This is an optimization exercise on Yosys and OpenROAD, whose aim is small area and a short achievable clock period, not a production implementation.
Function was not checked in any run shown here: the RTL went through the layout flow alone.

## flow/design.v (module list and top-level ports; edited modules follow where they fit)
// module Sqrt2: 3732 lines
module Sqrt2 (In, Out, clk, reset);
  // ...
==> flow/flow/run.sh <==
#!/bin/bash
# Layout flow: the standard ORFS flow (standard.sh) unchanged, except that
# the resizer's setup repair (floorplan, CTS and global-route stages) aims for
# a setup-slack margin of 22 ns, so that the design is sized for speed. The
# clock period and all constraints stay the design's own.
set -o pipefail
bash standard.sh SETUP_SLACK_MARGIN=22 finish > standard.log 2>&1
==> flow/standard.sh <==
#!/bin/bash
# synth_recipe.tcl (not shown) runs the flow's synth.tcl, then flattens the netlist and writes it again
# the make line also repeats each setting of config.mk as NAME=value (left out here)
make -C /OpenROAD-flow-scripts/flow DESIGN_CONFIG=/design/flow/config.mk WORK_HOME=/design/flow/orfs CLKGATE_MAP_FILE= SYNTH_SCRIPT=/design/flow/synth_recipe.tcl "${@:-finish}"
==> flow/config.mk <==
export PLATFORM = sky130hd
export DESIGN_NAME = Sqrt2
export DESIGN_NICKNAME = Sqrt2
export VERILOG_FILES = /design/flow/design.v
export SDC_FILE = /design/flow/constraint.sdc
export NUM_CORES = 4
export LEC_CHECK = 0
export ABC_AREA = 1
export CAP_MARGIN = 20
export CORE_MARGIN = 2
export CORE_UTILIZATION = 40
export SLEW_MARGIN = 20
==> flow/constraint.sdc <==
create_clock -name core_clock -period 35.0 [get_ports {clk}]
set_input_delay 7.0000 -clock core_clock [delete_from_list [all_inputs] [get_ports {clk}]]
set_output_delay 7.0000 -clock core_clock [all_outputs]
set_load 0.01 [all_outputs]
==> summary.txt, run 1 <==
Run status
  – Result of the run: complete, no violations

Timing
  – Final slew viol count: 0
  – Final setup skew: 29.4 ps
  – Hold slack: 441 ps
  – Setup Viol. Count Final: 0

Worst setup path
  – WP depth: 19
  – Largest delay share family, worst path: adder cells
  – Startpoint of the worst-slack reg-to-reg timing path: d1[6]
  – Minimum setup slack among reg-to-reg paths: 22,230 ps

Logic synthesis
  – Post-synth top area cell: sky130_fd_sc_hd__fa_1

Place
  – Number of cells in the design after placement: 4,619

Final layout
  – Top Registers: d1: 23 flops, d2: 23 flops, n4r: 19 flops
  – Cell group occupying the most layout area: multi-input gates
  – Synthesis-to-layout area growth: 20.2%
  – Area of combinational cells with multiple inputs: 26,700 um^2

Global routing
  – Vias in the first global route: 28,800
  – Largest net degree at the start of global routing: 34
  – Initial antenna violation count: 0
  – First-pass GRT wire length: 168 mm

Routing
  – Vias after detailed routing: 28,300
  – Routed length on met2: 48.9 mm
  – Number of iterations in the first detailed-routing pass: 10
  – Vias/cell: 5.80

Floorplanning
  – Core area: 75,700 um^2
  – Vert. Die Dim: 280 um

Clock tree
  – Number of instances resized during post-cts repair: 300
  – Clock sink total: 82
==> run 2: changes to the inputs <==
==> flow/flow/run.sh (replaced) <==
#!/bin/bash
# Layout flow: the standard ORFS flow (standard.sh) unchanged, except that
# the resizer's setup repair (floorplan, CTS and global-route stages) aims for
# a setup-slack margin of 20 ns, so that the design is sized for speed. The
# clock period and all constraints stay the design's own.
set -o pipefail
bash standard.sh SETUP_SLACK_MARGIN=20 finish > standard.log 2>&1
==> summary.txt, run 2 <==
Logic synthesis
  – Combinational family with the most area after synthesis: adder cells
  – Most instantiated cells after synthesis: sky130_fd_sc_hd__inv_1 (687), sky130_fd_sc_hd__xor2_1 (537), sky130_fd_sc_hd__o22ai_1 (488)
  – Biggest area contributors in the synthesized netlist: sky130_fd_sc_hd__fa_1 (29%), sky130_fd_sc_hd__xor2_1 (15%), sky130_fd_sc_hd__ha_1 (11%), sky130_fd_sc_hd__o22ai_1 (10%), sky130_fd_sc_hd__inv_1 (8.5%)
  – Post-synth top area cell: sky130_fd_sc_hd__fa_1
  – Number of synthesized register bits: 82
  – Xor-xnor portion of the synthesized cell area: 0.163
  – Fraction of the mapped netlist area in compound gates: 0.173
  – Asr flop ratio synth: 0
  – Warning count from the yosys run: 1
  – Top FF cell, synth: sky130_fd_sc_hd__dfxtp_1
  – Synthesized net count: 4,503
  – Sequential fraction of the synthesis area: 0.0538
  – Dominant cell by count in the synthesized netlist: sky130_fd_sc_hd__inv_1
  – Share of the synthesized area in the top cell type: 0.288
  – Post-synthesis simple-gate area fraction: 0.0930
  – Share of synthesized cell area in full adder, half adder and majority cells: 0.397
  – Post-synth EDFFs: 0
  – Post-synthesis cell count: 3,782
  – Netlist Area Pre-Place: 30,500 um^2
  – Number of different library cells in the post-synthesis netlist: 60
  – Post-Syn Area per Cell: 8.06 um^2
  – Multiplexer area fraction after synthesis: 0

Timing
  – Setup Viol. Count Final: 0 (unchanged)
  – Hold slack: 455 ps (+13.9 ps)
  – Final Cycle Share: 0.411
  – Total Negative Setup Slacks: 0 ps
  – Final critical path time including I/O delays and setup: 14,400 ps
  – Final setup skew: 22.0 ps (-7.46 ps)
  – Unrepaired setup endpoints after global routing: no
  – Worst-case headroom to the max-slew limit: 0.423
  – Worst Slack Setup Final: 20,600 ps
  – Worst Tran Pin Value: 864 ps
  – Top achievable clock speed: 69.4 MHz
  – Hold violation count in the final report: 0
  – Final slew viol count: 0 (unchanged)

Worst setup path
  – Worst reg2reg endpoint: s1r[15]
  – Minimum setup slack among reg-to-reg paths: 20,600 ps (-1630 ps)
  – Class of the most critical setup path: register to register
  – Kind of launch point of the worst setup path: register
  – Max stage delay on crit path: 520 ps
  – Endpoint class of the critical path: register
  – Startpoint of the worst-slack reg-to-reg timing path: d1[9]
  – Critical Path RT: 35,270 ps
  – Highest net fanout along the worst path: 28
  – Length in cells of the worst reg-to-reg path: 54
  – Crit path DAT: 14,680 ps
  – Critical Path Slowest Stage Cell: sky130_fd_sc_hd__nor4b_1
  – Most frequent cell on the critical path: sky130_fd_sc_hd__fa_1

Place
  – Worst slack at placement: 19,440 ps
  – Post-DP HPWL: 73.2 mm
  – Routability congestion estimate from global placement: 0.928
  – Placed cell areas: 31,400 um^2
  – Number of cells in the design after placement: 4,622 (+0.065%)
  – Number of port buffers: 31

Clock tree
  – H-tree lvl count: 3
  – Clock buffer depth: 2
  – Clock transition at path regs: 80 ps
  – Cell chosen for the clock root: sky130_fd_sc_hd__clkbuf_16
  – Clock Latency Late Sink: 380 ps
  – CTS tree: yes
  – Clock sink total: 82 (unchanged)
  – Number of clock buffers inserted by TritonCTS: 9

Final layout
  – Commonest cells after routing, fill and taps aside: sky130_fd_sc_hd__inv_1 (682), sky130_fd_sc_hd__xor2_1 (537), sky130_fd_sc_hd__o22ai_1 (488)
  – Filler-free cell count of the finished design: 4,652
  – Post-route cell area: 32,000 um^2
  – Layout cell share with drive strength beyond 1: 0.0504
  – Number of filler instances in the final layout: 7,629
  – Number of nets in the finished design: 4,390
  – Most frequent standard cell in the layout excluding fill and tap cells: sky130_fd_sc_hd__inv_1
  – Synthesis-to-layout area growth: 5.03%
  – Antenna diode count: 0
  – Top Registers: d1: 23 flops, d2: 23 flops, n4r: 19 flops

Global routing
  – Initial antenna violation count: 0 (unchanged)
  – Vias in the first global route: 27,200 (-5.5%)
  – Global route overflow: 0
  – Total GRT Usage: 0.253
  – First-pass GRT wire length: 157 mm (-6.6%)
  – Largest net degree at the start of global routing: 53 (+56%)

Routing
  – Number of iterations in the first detailed-routing pass: 5 (-5)
  – Routed length on met2: 46.5 mm (-5.1%)
  – Vias/cell: 5.72 (-1.5%)
  – Met1 layer wirelength in the final routing: 41.5 mm
  – Met3 Wirelength: 7.19 mm
  – Vias after detailed routing: 26,600 (-6.1%)
  – Routed wire length: 98.7 mm
  – Iteration-0 DRC count of the detailed router: 2,160
  – Highest routed metal layer: met4
  – Post-DR wirelength/cell: 21.2 um
  – Remaining DRCs: 0
  – Count of nets left with antenna violations after detail routing: 0

Floorplanning
  – Vert. Die Dim: 280 um (unchanged)
  – Die span in x: 280 um
  – Area of the die: 78,500 um^2
  – Number of primary I/O pins: 32
  – Std-Cell Rows: 101
  – Starting utilization of the core area: 0.403
  – Core area: 75,700 um^2 (unchanged)

Worst hold path
  – Hold worst-path end: d2[16]
  – HP Start: d1[16]
  – Worst hold path type: register to register
  – Count of cells along the worst hold path: 0

Run status
  – Result of the run: complete, no violations

Job
  – Number of maximum-capacitance constraint violations: 0
[run 2: cell counts after synthesis]
No cell type changed its count.
[run 2: kinds of logic (layout without fill, tap and decap cells)]
| family | after synthesis | count (layout) |
|---|---|---|
| adder cells (fa/ha/maj) | 704 | 704 |
| flip-flops | 82 | 82 |
| AND/OR/NAND/NOR | 651 | 651 |
| buffers and inverters | 934 | 826 |
| AO/OA/AOI/OAI | 851 | 851 |
| XOR/XNOR | 560 | 560 |
[run 2: critical path, delay by kind of cell (launching register included)]
family,cells,cell delay [ps]
xor+xnor,4,930
buf+inv,9,1590
compound gates,13,2810
fa+ha+maj,15,6560
simple gates,13,2040
flops,1,320
[run 2: final cells by class]
type	count	area, um^2	share of cell area
repair buffers	97	898	0.0280
flip-flops and latches	82	1650	0.0516
inverters	713	2720	0.0849
clock inverters	6	72.6	0.00227
clock buffers	10	229	0.00715
multi-input cells	2766	25200	0.788
well taps	978	1220	0.0382
[run 2: worst max-delay path by stage]
stage,startpoint,endpoint
floorplan,d1[3],s1r[15]
global placement,d1[7],s1r[15]
detailed placement,d1[8],s1r[15]
CTS,d1[1],s1r[15]
global route,d1[1],s1r[15]
finish,d1[9],s1r[15]
[run 2: timing repair]
action / 4_1_cts / 5_1_grt
resized for setup: 12 / 54
hold buffers: 0 / 0
setup endpoints to repair: 14 / 16
pin swaps: 0 / 1
buffers inserted: 0 / 14
[run 2: through the flow]
stage	util
floorplan	-
global placement	0.415
detailed placement	0.415
CTS	0.420
global route	0.423
finish	0.423
[run 2: metal layers]
layer  vias up  GRT usage
li1      12200          -
met1     13100      0.335
met2      1122      0.425
met3       197     0.0315
met4         0     0.0899
met5         -          0

[static timing again, ports no longer ideal]
No port has a modelled driver above. Below, the same layouts with a new extraction and two added sets of constraints. Step 1, drivers: a clkbuf_16 drives clk and a buf_2 each remaining input, both assumed. Step 2 adds t to the input delays and takes it off the output delays; t is the mean of the earliest and latest rising clock arrival at the registers after step 1. Input paths then give back, and output paths get back, about the clock's delay inside the block. a / b / c = no drivers / after step 1 / after step 2; a / b = the first two.
| run | t, ns | setup WS [ns] | clock arrival spread, ns | slew at the worst register clock pin (ns) |
|---|---|---|---|---|
| run 1 | 0.426 | 22.147 / 22.090 / 22.225 | 0.030 / 0.029 | 0.09 / 0.09 |
| run 2 | 0.422 | 20.598 / 20.598 / 20.598 | 0.024 / 0.024 | 0.09 / 0.09 |
After both steps setup and hold are still met in every run listed.
